This design comes from an exercise in tuning for small area on the open sky130 flow, not from production work.
Function was checked by simulation only, so behaviour that the tests miss may differ from the original.

== onyx ==
// darkriscv
module darkriscv
(
    input             CLK,    
    input             RES,    
    input             HLT,    
    input      [31:0] INSTR_DATA,  
    output     [31:0] INSTR_ADDR,  
    input      [31:0] DATA_INPUT,  
    output     [31:0] DATA_OUTPUT,  
    output     [31:0] DATA_ADDR,  
    output     [ 3:0] BYTE_EN,    
    output            WR_EN,     
    output            RD_EN,     
    output [3:0]  DEBUG
);
export LEC_CHECK = 0
export CAP_MARGIN = 20
export CORE_MARGIN = 2
export CORE_UTILIZATION = 60
export SETUP_SLACK_MARGIN = 0.1
export SLEW_MARGIN = 20
export SYNTH_HIERARCHICAL = 1
create_clock -name core_clock -period 12.0 [get_ports {CLK}]
standard.sh (not shown) runs the stock make flow with config.mk's settings and CLKGATE_MAP_FILE= SYNTH_SCRIPT=/design/flow/synth_recipe.tcl, a recipe that flattens the netlist after the stock synthesis.
==> flow/flow/run.sh <==
#!/bin/bash
# Own layout flow: the standard ORFS layout (standard.sh, with its
# synthesis unchanged) with two changes.
#  - The port buffers that global placement inserts are buf_1 cells.
#  - CTS uses clkbuf_8 in clusters of at most 12 sinks within 80 um, and
#    inserts no dummy loads.
# make's full output goes to make.log here; each ORFS step logs to orfs/logs.
set -euo pipefail
WORK=$(pwd)
bash "$WORK/standard.sh" \
    "BUFFER_PORTS_ARGS=-buffer_cell sky130_fd_sc_hd__buf_1" \
    "CTS_ARGS=-sink_clustering_enable -repair_clock_nets -dont_use_dummy_load -buf_list sky130_fd_sc_hd__clkbuf_8 -sink_clustering_size 12 -sink_clustering_max_diameter 80" \
    finish > "$WORK/make.log" 2>&1
[inputs] amber vs onyx
--- a/flow/design.v
+++ b/flow/design.v
@@ -60,15 +60,17 @@
     assign p = (one & q1) | (two & q0);
 endmodule
 module xor2(input a, b, output y);
     assign y = a ^ b;
 endmodule
 module add32(input [31:0] a, input [31:0] b, input ci, output [31:0] s, output co,
-             output [31:0] g, output [31:0] t);
-    assign g = a & b;
-    assign t = a | b;
+             output [31:0] gn, output [31:0] tn);
+    wire [31:0] g = a & b;
+    wire [31:0] t = a | b;
+    assign gn = ~(a & b);
+    assign tn = ~(a | b);
     wire [8:0] c;
     assign c[0] = ci;
     genvar k, i;
     generate for (k = 0; k < 8; k = k + 1) begin : blk
         wire [4:0] rc;
         assign rc[0] = c[k];
@@ -80,12 +82,31 @@
         wire G = gg[3] | (tt[3] & gg[2]) | (tt[3] & tt[2] & gg[1]) | (tt[3] & tt[2] & tt[1] & gg[0]);
         wire T = &tt;
         assign c[k+1] = G | (T & c[k]);
     end endgenerate
     assign co = c[8];
 endmodule
+module add32n(input [31:0] a, input [31:0] b, output [31:0] s);
+    wire [31:0] g = a & b;
+    wire [31:0] t = a | b;
+    wire [8:0] c;
+    assign c[0] = 1'b0;
+    genvar k, i;
+    generate for (k = 0; k < 8; k = k + 1) begin : blk
+        wire [4:0] rc;
+        assign rc[0] = c[k];
+        for (i = 0; i < 4; i = i + 1) begin : bt
+            fa u(.a(a[4*k+i]), .b(b[4*k+i]), .c(rc[i]), .s(s[4*k+i]), .co(rc[i+1]));
+        end
+        wire [3:0] gg = g[4*k +: 4];
+        wire [3:0] tt = t[4*k +: 4];
+        wire G = gg[3] | (tt[3] & gg[2]) | (tt[3] & tt[2] & gg[1]) | (tt[3] & tt[2] & tt[1] & gg[0]);
+        wire T = &tt;
+        assign c[k+1] = G | (T & c[k]);
+    end endgenerate
+endmodule
 module darkriscv
 (
     input             CLK,    
     input             RES,    
     input             HLT,    
     input      [31:0] INSTR_DATA,  
@@ -163,13 +184,16 @@
     wire [31:0] BX = IS_MCC ? { {20{IR[31] & (FCT3 != 3)}}, IR[31:20] } : U2REG;
     wire SUB = !IS_MAC && !LINK && (IS_BCC || FCT3 == 2 || FCT3 == 3 || (IS_RCC && FCT3 == 0 && F7B5));
     wire [31:0] AA = IS_MAC ? MS : LINK ? PC : U1REG;
     wire [31:0] AB = IS_MAC ? MC : LINK ? 32'd4 : (BX ^ {32{SUB}});
     wire [31:0] ADD, AG, AT;
     wire        ACO;
-    add32 alu(.a(AA), .b(AB), .ci(SUB), .s(ADD), .co(ACO), .g(AG), .t(AT));
+    wire [31:0] AGN, ATN;
+    add32 alu(.a(AA), .b(AB), .ci(SUB), .s(ADD), .co(ACO), .gn(AGN), .tn(ATN));
+    assign AG = ~AGN;
+    assign AT = ~ATN;
     wire LTU = ~ACO;
     wire LTS = (U1REG[31] ^ BX[31]) ? U1REG[31] : ADD[31];
     wire EQ  = ~|ADD;
     wire [31:0] LOGIC = FCT3[0] ? AG : FCT3[1] ? AT : (AT & ~AG);
     function [31:0] rev(input [31:0] x);
         integer q;
@@ -197,15 +221,14 @@
                   FCT3 == 6 ? LTU :
                   FCT3 == 7 ? ~LTU :
                   FCT3 == 0 ? EQ :
                   FCT3 == 1 ? ~EQ : 1'b0;
     wire JREQ = RUN && (IS_JAL || IS_JALR || (IS_BCC && BTAKEN));
     wire [31:0] ABASE = (IS_JAL || IS_BCC || IS_AUIPC) ? PC : IS_LUI ? 32'd0 : U1REG;
-    wire [31:0] ASUM, DG, DT;
-    wire        DCO;
-    add32 aadd(.a(ABASE), .b(IMM), .ci(1'b0), .s(ASUM), .co(DCO), .g(DG), .t(DT));
+    wire [31:0] ASUM;
+    add32n aadd(.a(ABASE), .b(IMM), .s(ASUM));
     wire WRITE = RUN && (IS_AUIPC || IS_JAL || IS_JALR || IS_LUI || IS_LCC || IS_MCC || IS_RCC || IS_MAC);
     wire [4:0] WSEL = { !RES && (IS_AUIPC || IS_LUI), !RES && SLL, !RES && (IS_LCC || (ALUOP && FCT3 == 5)),
                         !RES && ALUOP && (FCT3 == 4 || FCT3[2:1] == 2'b11), !RES && (IS_MAC || LINK || (ALUOP && FCT3 == 0)) };
     wire WSLT = !RES && ALUOP && FCT3[2:1] == 2'b01;
     wire [31:0] SLLO = rev(SHO);
     wire [31:0] INC4; wire [32:2] icy;
## What came out
Delta (amber minus onyx): placement-stage worst setup slack down 0.14 ns; maximum achievable frequency down 1.3%; cell count down about 2.4%; proportion of cell area occupied by registers up 0.30 points; worst setup slack for register-to-register paths down 0.15 ns.
End of the critical path = NXPC2[7]$_SDFFE_PP0N_: onyx; end of the critical path = NXPC2[2]$_SDFFE_PP0N_: amber
amber and onyx ended up with nearly the same global-route usage.
Compared with onyx, placement density in the core of amber is lower.

== v8 ==
darkriscv, a different RTL version from the one above (not shown whole).
For scale: roughly 3300 cells after synthesis, about 550 flip-flops, roughly 170 I/O pins, ~38000 um2 of cells after synthesis.
export LEC_CHECK = 0
export CAP_MARGIN = 20
export CORE_MARGIN = 2
export CORE_UTILIZATION = 60
export SETUP_SLACK_MARGIN = 0.1
export SLEW_MARGIN = 20
export SYNTH_HIERARCHICAL = 1
create_clock -name core_clock -period 12.0 [get_ports {CLK}]
Scripts as last shown in full above: flow/flow/run.sh
The following lists how v28 was set up differently from v8:
-- flow/design.v --
<<< v8, line 49
    assign y = s[5];
endmodule
module wd5(input [4:0] d, input [4:0] s, output y);
    assign y = |(d & s);
endmodule
module benc(input b2, b1, b0, output one, two, neg);
    assign one = b1 ^ b0;
>>> v28, line 49
    assign y = s[5];
endmodule
module benc(input b2, b1, b0, output one, two, neg);
    assign one = b1 ^ b0;
<<< v8, line 83
    end endgenerate
    assign co = c[8];
endmodule
module add32n(input [31:0] a, input [31:0] b, output [31:0] s);
    wire [31:0] g = a & b;
    wire [31:0] t = a | b;
    wire [8:0] c;
    assign c[0] = 1'b0;
    genvar k, i;
    generate for (k = 0; k < 8; k = k + 1) begin : blk
        wire [4:0] rc;
        assign rc[0] = c[k];
        for (i = 0; i < 4; i = i + 1) begin : bt
            fa u(.a(a[4*k+i]), .b(b[4*k+i]), .c(rc[i]), .s(s[4*k+i]), .co(rc[i+1]));
        end
        wire [3:0] gg = g[4*k +: 4];
        wire [3:0] tt = t[4*k +: 4];
        wire G = gg[3] | (tt[3] & gg[2]) | (tt[3] & tt[2] & gg[1]) | (tt[3] & tt[2] & tt[1] & gg[0]);
        wire T = &tt;
        assign c[k+1] = G | (T & c[k]);
    end endgenerate
endmodule
module darkriscv
>>> v28, line 80
    end endgenerate
    assign co = c[8];
endmodule
module darkriscv
<<< v8, line 220
    wire JREQ = RUN && (IS_JAL || IS_JALR || (IS_BCC && BTAKEN));
    wire [31:0] ABASE = (IS_JAL || IS_BCC || IS_AUIPC) ? PC : IS_LUI ? 32'd0 : U1REG;
    wire [31:0] ASUM;
    add32n aadd(.a(ABASE), .b(IMM), .s(ASUM));
    wire WRITE = RUN && (IS_AUIPC || IS_JAL || IS_JALR || IS_LUI || IS_LCC || IS_MCC || IS_RCC || IS_MAC);
    wire [4:0] WSEL = { !RES && (IS_AUIPC || IS_LUI), !RES && SLL, !RES && (IS_LCC || (ALUOP && FCT3 == 5)),
                        !RES && ALUOP && (FCT3 == 4 || FCT3[2:1] == 2'b11), !RES && (IS_MAC || LINK || (ALUOP && FCT3 == 0)) };
    wire WSLT = !RES && ALUOP && FCT3[2:1] == 2'b01;
    wire [31:0] SLLO = rev(SHO);
    wire [31:0] INC4; wire [32:2] icy;
    assign icy[2] = 1'b1;
    assign INC4[1:0] = NXPC2[1:0];
    genvar ic;
    generate for (ic = 2; ic < 32; ic = ic + 1) begin : incm
        ha u(.a(NXPC2[ic]), .b(icy[ic]), .s(INC4[ic]), .co(icy[ic+1]));
    end endgenerate
    wire [31:0] WDATA;
    genvar w;
    generate for (w = 0; w < 32; w = w + 1) begin : wm
        if (w == 0) begin : b0
            assign WDATA[0] = |({ASUM[0], SLLO[0], SHL[0], LOGIC[0], ADD[0]} & WSEL) | (WSLT && (FCT3[0] ? LTU : LTS));
        end else begin : bn
            wd5 u(.d({ASUM[w], SLLO[w], SHL[w], LOGIC[w], ADD[w]}), .s(WSEL), .y(WDATA[w]));
        end
    end endgenerate
    wire [31:0] WD = WDATA;
    always @(posedge CLK) begin
        FLUSH <= RES ? 2 : HLT ? FLUSH : FLUSH ? FLUSH - 1 : JREQ ? 2 : 0;
        NXPC2 <= RES ? 0 : HLT ? NXPC2 : JREQ ? ASUM : INC4;
    end
    integer i;
>>> v28, line 198
    wire JREQ = RUN && (IS_JAL || IS_JALR || (IS_BCC && BTAKEN));
    wire [31:0] ABASE = (IS_JAL || IS_BCC || IS_AUIPC) ? PC : IS_LUI ? 32'd0 : U1REG;
    wire [31:0] ASUM, DG, DT;
    wire        DCO;
    add32 aadd(.a(ABASE), .b(IMM), .ci(1'b0), .s(ASUM), .co(DCO), .g(DG), .t(DT));
    wire WRITE = RUN && (IS_AUIPC || IS_JAL || IS_JALR || IS_LUI || IS_LCC || IS_MCC || IS_RCC || IS_MAC);
    wire [31:0] WDATA = (IS_AUIPC || IS_LUI) ? ASUM :
                        SLL ? rev(SHO) :
                        (IS_LCC || (ALUOP && FCT3 == 5)) ? SHL :
                        (ALUOP && FCT3 == 2) ? {31'd0, LTS} :
                        (ALUOP && FCT3 == 3) ? {31'd0, LTU} :
                        (ALUOP && FCT3[2]) ? LOGIC :
                        ADD;
    wire [31:0] WD = WDATA & {32{!RES}};
    always @(posedge CLK) begin
        FLUSH <= RES ? 2 : HLT ? FLUSH : FLUSH ? FLUSH - 1 : JREQ ? 2 : 0;
        NXPC2 <= RES ? 0 : HLT ? NXPC2 : JREQ ? ASUM : NXPC2 + 4;
    end
    integer i;
Results
The higher number of antenna repair diodes of v8 and v28 is in v8. As of v28, first-iteration DRC count had risen by more than 10% compared to v8. Looking only at number of multi-input combinational cells in the layout, and setting everything else aside, the lower value of v8 and v28 goes to v8. Between v28 and v8, it is v28 whose overall routing resource usage is higher, by 1.7 points. Delta (v28 minus v8): area of all placed cells without fillers +1000 um2; final-report hold violation count shows no meaningful change; met2 usage rose by 1.6 points; total wire length after detailed routing went up about 5%. The lower met3 global-route usage of v8 and v28 is in v8. v28 packs its core tighter than v8. The gate count after technology mapping in v28 sits 211 above the value recorded for v8.

afterwards: timing with drivers on the ports:
In the flow no input, the clock included, has a driving cell. The finished layouts below were timed again as built, in two steps.
Step 1: set_driving_cell puts a clkbuf_16 on CLK and a buf_2 on each other input, an assumption about the parent block.
Step 2 times the ports against the registers' clock, not the clock port: input delays grow and output delays shrink by t, the midpoint of the rising clock arrivals with the driver on.
Three values: ideal, step 1, step 2; two values: the first two.
| run | t, ns | setup WS [ns] | worst setup path at the end | clock arrival spread, ns | worst slew at a driven data input, ns |
|---|---|---|---|---|---|
| onyx | 0.709 | 0.450 / 0.450 / 0.450 | register to register | 0.125 / 0.125 | 0.08 |
| amber | 0.722 | 0.303 / 0.303 / 0.303 | register to register | 0.091 / 0.091 | 0.06 |
| v8 | 0.730 | 0.338 / 0.338 / 0.338 | register to register | 0.125 / 0.125 | 0.06 |
| v28 | 0.716 | 0.406 / 0.406 / 0.406 | register to register | 0.110 / 0.110 | 0.09 |
After both steps setup and hold are still met in every run listed.
